This design comes from an exercise in tuning for small area on the open sky130 flow, not from production work.
Function was checked by simulation only, so behaviour that the tests miss may differ from the original.
Power is estimated from default activity; no workload was simulated.

==> flow/design.v <==
module sd_card_top
#(
	parameter  SPI_LOW_SPEED_DIV = 248,
	parameter  SPI_HIGH_SPEED_DIV = 0
)
(
	input            clk,
	input            rst,
	output           SD_nCS,
	output           SD_DCLK,
	output           SD_MOSI,
	input            SD_MISO,
	output reg       sd_init_done,
	input            sd_sec_read,
	input[31:0]      sd_sec_read_addr,
	output reg[7:0]  sd_sec_read_data,
	output reg       sd_sec_read_data_valid,
	output           sd_sec_read_end,
	input            sd_sec_write,
	input[31:0]      sd_sec_write_addr,
	input[7:0]       sd_sec_write_data,
	output           sd_sec_write_data_req,
	output           sd_sec_write_end
);
localparam [3:0] S_CMD0 = 4'b0000, S_CMD8 = 4'b0001, S_CMD55 = 4'b0010, S_CMD41 = 4'b0011,
	S_CMD16 = 4'b0100, S_CMD17 = 4'b0110, S_CMD24 = 4'b0111,
	S_IDLE = 4'b1000, S_WRW = 4'b1001, S_REND = 4'b1010, S_WEND = 4'b1011,
	S_READ = 4'b1100, S_WRITE = 4'b1101;
localparam [4:0] C_IDLE = 5'b00000, C_WAIT = 5'b00001, C_ERR = 5'b00010, C_ENDE = 5'b00011,
	C_END = 5'b00100,
	C_PRE = 5'b01000, C_RWAIT = 5'b01001, C_WTOK = 5'b01010, C_WSUC = 5'b01100, C_WBUSY = 5'b01101,
	C_WD0 = 5'b10100,
	C_INIT = 5'b11000, C_CMD = 5'b11001, C_CDATA = 5'b11010, C_READ = 5'b11011,
	C_WD1 = 5'b11100, C_WCRC = 5'b11101;
reg  [3:0]  ss;
reg  [4:0]  cs;
reg         req;         
reg         wr_req;      
reg  [31:0] addr;        
reg  [15:0] bc;          
reg         ncs;
localparam [4:0] H_LAST = 5'd16, H_AW = 5'd18, H_IDLE = 5'd20, H_RST = 5'd21;
reg  [4:0] h;
reg        ccf;          
reg  [7:0] rx;           
reg        mosi_q;       
wire edge_c = sd_init_done ? ccf : (addr[7:0] == 8'hec);
wire active = ~h[4] | (h == H_LAST);
wire ack    = (h == H_LAST) & edge_c;
reg  [2:0] idx;
always @(*)
	case (h[3:0])
		4'd0, 4'd1, 4'd2: idx = 3'd7;
		4'd3, 4'd4:       idx = 3'd6;
		4'd5, 4'd6:       idx = 3'd5;
		4'd7, 4'd8:       idx = 3'd4;
		4'd9, 4'd10:      idx = 3'd3;
		4'd11, 4'd12:     idx = 3'd2;
		4'd13, 4'd14:     idx = 3'd1;
		default:          idx = 3'd0;
	endcase
wire [7:0] tbyte;
assign SD_MOSI = h[4] ? mosi_q : tbyte[idx];
assign SD_DCLK = ~h[0];
wire [4:0] h_n = (h[4] & h[0]) | (h == H_AW) ? H_IDLE :
                 (h == H_IDLE) ? ((cs[3] & wr_req) ? 5'd0 : H_IDLE) :
                 edge_c ? ((h == H_LAST) ? H_AW : h + 5'd1) : h;
always @(posedge clk or posedge rst)
	if (rst) begin
		h[4] <= 1'b1;
		h[0] <= 1'b1;
		mosi_q <= 1'b0;
	end else begin
		h[4] <= h_n[4];
		h[0] <= h_n[0];
		mosi_q <= SD_MOSI;
	end
always @(posedge clk)
	h[3:1] <= h_n[3:1];
always @(posedge clk) begin
	ccf <= active & ~ccf;
	if (~h[4] & edge_c & h[0]) rx <= {rx[6:0], SD_MISO};
end
wire bc_511  = bc[3] & bc[4] & ~bc[5] & ~bc[9] & bc[12] & bc[14];     
wire bc_512  = bc[0] & bc[4] & ~bc[6] & ~bc[10] & ~bc[11] & bc[13];  
wire bc_513  = bc[1] & bc[5] & ~bc[7] & ~bc[11] & ~bc[12] & bc[14];   
wire bc_last = (bc == 16'h8000);
wire bc_lo   = (bc[15:5] == 11'd0);
assign SD_nCS = ncs;
assign sd_sec_read_end = (ss == S_REND);
assign sd_sec_write_end = (ss == S_WEND);
assign sd_sec_write_data_req = (cs == C_WD0);
wire r1 = (ss == S_CMD0) | (ss == S_CMD8) | (ss == S_CMD55);
wire r1_ok = (rx[7:1] == 7'd0) & (rx[0] == r1);
wire cs_ackst = ~cs[4] & ~cs[3] & cs[2];    
always @(posedge clk)
	req <= (~ss[3] | ss[2]) & ~cs_ackst;
always @(posedge clk or posedge rst)
	if (rst) begin
		ss <= S_IDLE;
		sd_init_done <= 1'b0;
	end else begin
		if (ss == S_CMD41 && cs_ackst) sd_init_done <= 1'b1;
		case (ss)
			S_IDLE:  ss <= S_CMD0;
			S_CMD0:  if (cs_ackst) ss <= S_CMD8;
			S_CMD8:  if (cs_ackst) ss <= S_CMD55;
			S_CMD55: if (cs_ackst) ss <= S_CMD41;
			S_CMD41: if (cs_ackst) ss <= S_CMD16; else if (cs == C_ENDE) ss <= S_CMD55;
			S_CMD16: if (cs_ackst) ss <= S_WRW;   else if (cs == C_ENDE) ss <= S_CMD55;
			S_WRW:   if (sd_sec_write) ss <= S_CMD24; else if (sd_sec_read) ss <= S_CMD17;
			S_CMD24: if (cs_ackst) ss <= S_WRITE;
			S_CMD17: if (cs_ackst) ss <= S_READ;
			S_WRITE: if (cs_ackst) ss <= S_WEND;
			S_READ:  if (cs_ackst) ss <= S_REND;
			default: ss <= S_WRW;
		endcase
	end
wire a_w = (ss == S_WRW) & sd_sec_write;
wire a_r = (ss == S_WRW) & ~sd_sec_write;
wire a_d = (cs == C_WD1) & ~wr_req;
wire a_h = (ss != S_WRW);
wire a_c = ~sd_init_done & active & ~edge_c;
always @(posedge clk) begin
	addr[31:8] <= ({24{a_w}} & sd_sec_write_addr[31:8]) | ({24{a_r}} & sd_sec_read_addr[31:8]) |
	              ({24{a_h}} & addr[31:8]);
	if (sd_init_done)
		addr[7:0] <= ({8{a_w}} & sd_sec_write_addr[7:0]) | ({8{a_r}} & sd_sec_read_addr[7:0]) |
		             ({8{a_d}} & sd_sec_write_data) | ({8{a_h & ~a_d}} & addr[7:0]);
	else
		addr[7:0] <= {8{a_c}} & {addr[6:0], ~(addr[7] ^ addr[5] ^ addr[4] ^ addr[3])};
end
wire rw  = (cs == C_CMD) & (ss[2:1] == 2'b11);
wire ab1 = rw & bc_lo & (bc[4:0] == 5'h01);
wire ab2 = rw & bc_lo & (bc[4:0] == 5'h02);
wire ab3 = rw & bc_lo & (bc[4:0] == 5'h04);
wire ab4 = (rw & bc_lo & (bc[4:0] == 5'h08)) | (cs == C_WD1);
reg [7:0] cconst;
always @(*) begin
	cconst = 8'hff;
	if (cs == C_WTOK)
		cconst = 8'hfe;
	else if (cs == C_WD1)
		cconst = 8'h00;
	else if (cs == C_CMD && bc_lo)
		case (bc[4:0])
			5'h00: case (ss)
				S_CMD0:  cconst = 8'h40;
				S_CMD8:  cconst = 8'h48;
				S_CMD55: cconst = 8'h77;
				S_CMD41: cconst = 8'h69;
				S_CMD16: cconst = 8'h50;
				S_CMD17: cconst = 8'h51;
				default: cconst = 8'h58;
			endcase
			5'h01: cconst = (ss == S_CMD41) ? 8'h40 : 8'h00;
			5'h02: cconst = 8'h00;
			5'h04: cconst = (ss == S_CMD8) ? 8'h01 : (ss == S_CMD16) ? 8'h02 : 8'h00;
			5'h08: cconst = (ss == S_CMD8) ? 8'haa : 8'h00;
			5'h10: cconst = (ss == S_CMD0) ? 8'h95 : (ss == S_CMD8) ? 8'h87 : 8'hff;
			default: cconst = 8'hff;
		endcase
end
assign tbyte = cconst | ({8{ab1}} & addr[31:24]) | ({8{ab2}} & addr[23:16]) |
               ({8{ab3}} & addr[15:8]) | ({8{ab4}} & addr[7:0]);
reg [4:0] cn;
always @(*) begin
	cn = cs;
	case (cs)
		C_IDLE:  cn = C_INIT;
		C_INIT:  if (ack & bc[9]) cn = C_WAIT;
		C_WAIT:  if (req) cn = (ss == S_READ) ? C_RWAIT : (ss == S_WRITE) ? C_WTOK : C_PRE;
		C_PRE:   if (ack) cn = C_CMD;
		C_CMD:   if (ack) begin
				if (bc_last | (~r1_ok & ~rx[7])) cn = C_ERR;
				else if (r1_ok) cn = (ss == S_CMD8) ? C_CDATA : C_END;
			end
		C_CDATA: if (ack & bc[2]) cn = C_END;
		C_RWAIT: if (ack & (rx == 8'hfe)) cn = C_READ;
		C_READ:  if (ack & bc_513) cn = C_END;
		C_WTOK:  if (ack) cn = C_WD0;
		C_WD0:   cn = C_WD1;
		C_WD1:   if (ack) cn = bc_511 ? C_WCRC : C_WD0;
		C_WCRC:  if (ack & bc[0]) cn = C_WSUC;
		C_WSUC:  if (ack & (rx[4:0] == 5'b00101)) cn = C_WBUSY;
		C_WBUSY: if (ack & (&rx)) cn = C_END;
		C_ERR:   cn = C_ENDE;
		default: cn = C_WAIT;
	endcase
end
always @(posedge clk or posedge rst)
	if (rst) begin
		cs <= C_IDLE;
		ncs <= 1'b1;
		sd_sec_read_data_valid <= 1'b0;
		sd_sec_read_data <= 8'd0;
	end else begin
		cs <= cn;
		if (cs == C_PRE) ncs <= 1'b1;
		else if (cs == C_CMD) ncs <= 1'b0;
		sd_sec_read_data_valid <= (cs == C_READ) & ~bc_512 & ~bc_513 & ack;
		if (cs == C_READ && ack) sd_sec_read_data <= rx;
	end
wire bc_clr = ~cs[4] |
              ((cs == C_CMD) & ack & r1_ok & (ss == S_CMD8)) |
              ((cs == C_WD1) & ack & bc_511);
always @(posedge clk)
	wr_req <= cs[3];
always @(posedge clk)
	if (bc_clr) bc <= 16'd0;
	else if (ack) bc <= {bc[14:0], bc[15] ^ bc[13] ^ bc[12] ^ bc[10] ^ (bc[14:0] == 15'd0)};
endmodule
==> flow/flow/run.sh <==
#!/bin/bash
# Own layout flow: the standard layout (standard.sh, all ORFS steps) with these changes:
#  1. synthesis maps logic with an area-oriented ABC script (flow/area.abc) instead of
#     ORFS's speed script; everything else in synthesis (registers included) is unchanged;
#  2. clock tree synthesis uses clkbuf_8 buffers and inserts no dummy loads (CTS_ARGS);
#  3. every input and output port still gets its own buffer, but a buf_1 (BUFFER_PORTS_ARGS).
# Each tool's output is in the ORFS logs under orfs/logs/; make's own output is in flow_make.log.
set -euo pipefail
W=$(pwd)
F="$W/flow"
cat > "$W/own_synth.tcl" <<EOT
# The standard flow's synthesis (synth_recipe.tcl), with abc's -script and -D replaced by flow/area.abc
proc abc {args} {
  set out {}
  set skip 0
  foreach a \$args {
    if {\$skip} { set skip 0; continue }
    if {\$a eq "-script" || \$a eq "-D"} { set skip 1; continue }
    lappend out \$a
  }
  yosys abc -script $F/area.abc {*}\$out
}
source $W/synth_recipe.tcl
EOT
sed "s#SYNTH_SCRIPT=[^ ]*synth_recipe.tcl#SYNTH_SCRIPT=$W/own_synth.tcl#" "$W/standard.sh" > "$W/own_standard.sh"
grep -q "SYNTH_SCRIPT=$W/own_synth.tcl" "$W/own_standard.sh"
export BUFFER_PORTS_ARGS="-inputs -outputs -buffer_cell sky130_fd_sc_hd__buf_1"
export CTS_ARGS="-sink_clustering_enable -repair_clock_nets -dont_use_dummy_load -buf_list sky130_fd_sc_hd__clkbuf_8 -root_buf sky130_fd_sc_hd__clkbuf_8"
bash "$W/own_standard.sh" > "$W/flow_make.log" 2>&1
==> flow/flow/area.abc <==
strash
dc2
&get -n
&deepsyn -T 30
&nf -a -R 1000
&put
mfs3 -ae
topo
==> flow/standard.sh <==
#!/bin/bash
# synth_recipe.tcl (not shown) runs the flow's synth.tcl, then flattens the netlist and writes it again
# the make line also repeats each setting of config.mk as NAME=value (left out here)
make -C /OpenROAD-flow-scripts/flow DESIGN_CONFIG=/design/flow/config.mk WORK_HOME=/design/flow/orfs CLKGATE_MAP_FILE= SYNTH_SCRIPT=/design/flow/synth_recipe.tcl "${@:-finish}"
==> flow/config.mk <==
export PLATFORM = sky130hd
export DESIGN_NAME = sd_card_top
export DESIGN_NICKNAME = sd_card_top
export VERILOG_FILES = /design/flow/design.v
export SDC_FILE = /design/flow/constraint.sdc
export NUM_CORES = 4
export LEC_CHECK = 0
export CAP_MARGIN = 0
export CORE_MARGIN = 2
export CORE_UTILIZATION = 60
export GPL_TIMING_DRIVEN = 0
export SLEW_MARGIN = 0
==> flow/constraint.sdc <==
create_clock -name core_clock -period 5.0 [get_ports {clk}]
set_input_delay 1.0000 -clock core_clock [delete_from_list [all_inputs] [get_ports {clk}]]
set_output_delay 1.0000 -clock core_clock [all_outputs]
set_load 0.01 [all_outputs]
==> impl_metrics.yaml <==
global_route:
  antenna_found_initial: 0
  grt_remaining_overflow: 0
  grt_max_degree: 27
  grt_pass1_wl_um: 17200
  grt_pass1_vias: 3770
  track_usage_pct: 28.9
layout:
  num_antenna_cells: 0
  seq_area_mm2: 0.00190
  area_growth_pct: 14.6
  multiInputGateArea_mm2: 0.00210
  drive_gt1_share_pct: 3.25
  utilization_pct: 72.2
  nFillCells: 522
  final_nets: 635
  final_design_area_no_fill_mm2: 0.00464
route:
  antenna_left: 0
  wire_per_inst_um: 16.2
  dr_total_vias: 3949
  drt-total-wl_um: 10200
  drtPass1Iterations: 5
  drt_iter0_markers: 385
  drc: 0
  viasPerCell: 6.27
synth:
  syn_area_mm2: 0.00405
  ys_async_sr_fraction_pct: 27.1
  syn_inst: 451
  yosysUniqueCellTypes: 51
  synth_edf_count: 8
  ys_seq_area_share_pct: 47.0
  synthesis.nets: 531
  ys_warn_count: 1
  ys.flop_type: "dfxtp_1"
  yosys_register_bits: 85
  postSynthAreaPerCell_um2: 8.97
setup_path:
  critPathArrivalTime_ps: 3760
  start_kind: "register"
  cp_data_required_time_ps: 4000
  crit_fanout: 9
  critPathCaptureType: "output port"
  critical_path_class: "reg2out"
sta:
  slew-limit-headroom_pct: 13.7
  fmax_mhz: 210
  slew_violations: 0
  period_share_pct: 95.1
  tightest_slew_ps: 1290
  final.setup.worst_slack_ps: 245
  finalClockSkew_ps: 24.3
  rsz0062_at_grt: "false"
  hold_viol_final: 0
  setup_tns_ps: 0
  finalSetupViolations: 0
  period_minus_slack_ps: 4760
hold_path:
  hold_path_class: "reg2reg"
flow_run:
  drv_cap: 0
power:
  peakVddDrop_uv: 241
  power_density_mw_per_mm2: 299
  leakage_uw: 0.00180
clock_tree:
  cts_setup_buffers: 0
  clock_sinks: 85
  cts_made_buffers: 9
  cts.htree.levels: 3
  cts_root_buf: "clkbuf_8"
  cts_tree: "built"
  clock_latency_ps: 350
  clockBufferDepth: 2
  path_clk_slew_ps: 70
floorplan:
  rows: 29
  io_pins: 93
  chipWidth_um: 86.1
  dieArea_mm2: 0.00741
  core_mm2: 0.00642
  initial_core_util_pct: 63.0
  die_h_um: 86.1
place:
  dp_slack_ps: 535
  gp_congestion: 0.924
  placed_area_mm2: 0.00450
  dp.final_hpwl_um: 7400
  numPortBuffers: 92
run_status:
  status: "finished clean"
==> worst paths after layout <==
path                       cells after the start                               to  slack (ps)         startpoint
max in group asynchronous                      2                cs[3]$_DFFE_PP0P_        3850                rst
max reg2reg                                   15                 mosi_q$_DFF_PP0_        1590  cs[4]$_DFFE_PP0P_
min                                            1                      ccf$_DFF_P_         410        ccf$_DFF_P_
min in group asynchronous                      2  sd_sec_read_data[1]$_DFFE_PP0P_         680                rst
min reg2reg                                    1                      ccf$_DFF_P_         410        ccf$_DFF_P_
max                                           16                          SD_MOSI         240  cs[4]$_DFFE_PP0P_
==> through the flow <==
stage / total power, µW / hold slack (ps) / instances
6_report: 1390 / 414 / 630
5_1_grt: 1460 / 429 / 630
4_1_cts: 1390 / 416 / 630
3_5_place_dp: 1030 / 406 / 621
3_3_place_gp: 1020 / 401 / 620
2_1_floorplan: 946 / 393 / 451
==> kinds of logic (layout without fill, tap and decap cells) <==
| family | after synthesis | after routing | share of synthesized area (%) |
|---|---|---|---|
| buffers and inverters | 13 | 115 | 1.21 |
| and+or+nand+nor | 197 | 197 | 22.7 |
| xor gates and xnor gates | 8 | 8 | 1.73 |
| adders and majority gates | 3 | 3 | 0.928 |
| DFF | 85 | 85 | 47.0 |
| muxes | 9 | 9 | 2.47 |
| AOI/OAI and AO/OA | 136 | 136 | 23.9 |
==> registers in the layout (all words and copies together) (netlist names) <==
signal and cells:
req 1, addr 32, bc 16, ccf 1, wr_req 1, sd_init_done 1, rx 8, cs 5
h 5, ss 4, sd_sec_read_data_valid 1, sd_sec_read_data 8, mosi_q 1, ncs 1
==> cells in the mapped netlist (9+ instances only) <==
cell type / instances / area share (%)
nor3_1: 12 / 1.5
nor2_1: 78 / 7.2
nand3_1: 16 / 2.0
o21ai_0: 20 / 2.5
a31oi_1: 9 / 1.4
a222oi_1: 13 / 3.2
a22o_1: 19 / 4.1
dfxtp_1: 54 / 27
nand2_1: 44 / 4.1
a21oi_1: 14 / 1.7
o22ai_1: 26 / 4.0
dfrtp_1: 19 / 12
clkinv_1: 13 / 1.2
==> where the power goes <==
part	switching [µW]	total [µW]	internal, µW
Combinational	121	221	101
Clock	205	366	161
Sequential	61.7	798	736
==> metal layers <==
| metal | GRT usage (%) | wire [µm] |
|---|---|---|
| met2 | 46.5 | 4900 |
| met5 | 0 | 0 |
| met3 | 4.33 | 566 |
| met1 | 38.9 | 4510 |
| met4 | 12.3 | 227 |
==> layout make-up <==
type	count	share of cell area [%]
timing repair buffer	93	7.77
multi-input combinational	353	45.4
sequential	85	41.1
clock buffer	9	2.67
tap	77	2.08
inverter	13	1.05
==> placed cells by master (no fill, tap or decap), types with 12 or more instances in the layout <==
master | netlist | layout
o21ai_0 | 20 | 20
a222oi_1 | 13 | 13
a22o_1 | 19 | 19
nand3_1 | 16 | 16
dfrtp_1 | 19 | 17
nor3_1 | 12 | 12
nor2_1 | 78 | 77
dfxtp_1 | 54 | 54
buf_1 | 0 | 92
o22ai_1 | 26 | 26
a21oi_1 | 14 | 14
nand2_1 | 44 | 44
clkinv_1 | 13 | 13
==> critical path, cell delays in order (launching register included) <==
cell and delay (ps):
dfrtp_2 450, clkinv_1 170, nand2_1 180, and2_1 260, and2_0 250, nor4bb_2 340, o21ai_0 180, or2_0 240
nand2_1 110, clkinv_1 110, o41ai_1 90, nor2b_1 230, nand4b_1 120, a31oi_1 190, o31ai_1 100, a22o_1 230
buf_1 140
==> repair_timing <==
action                     in CTS  in global routing
hold buffers                    0                  0
setup endpoints to repair       0                  1
gates resized for setup         0                  4

## port drivers added, routing unchanged
How much do the figures lean on ideal ports? The routed layout below was timed once more, with nothing changed but the port constraints. Step 1 assumes that a clkbuf_16 drives the clock port and a buf_2 every other input. Step 2 times the ports against the registers' clock, not the clock port: input delays grow and output delays shrink by t, the midpoint of the rising clock arrivals with the driver on. Three values: ideal, step 1, step 2; two values: the first two.
t (ns): 0.368
setup WS [ns]: 0.245 / 0.214 / 0.583
clock arrival spread, ns: 0.026 / 0.025
After both steps setup and hold are still met in this run. For this run, drivers alone change the setup slack by -0.031 ns; drivers and shift together by +0.338 ns.
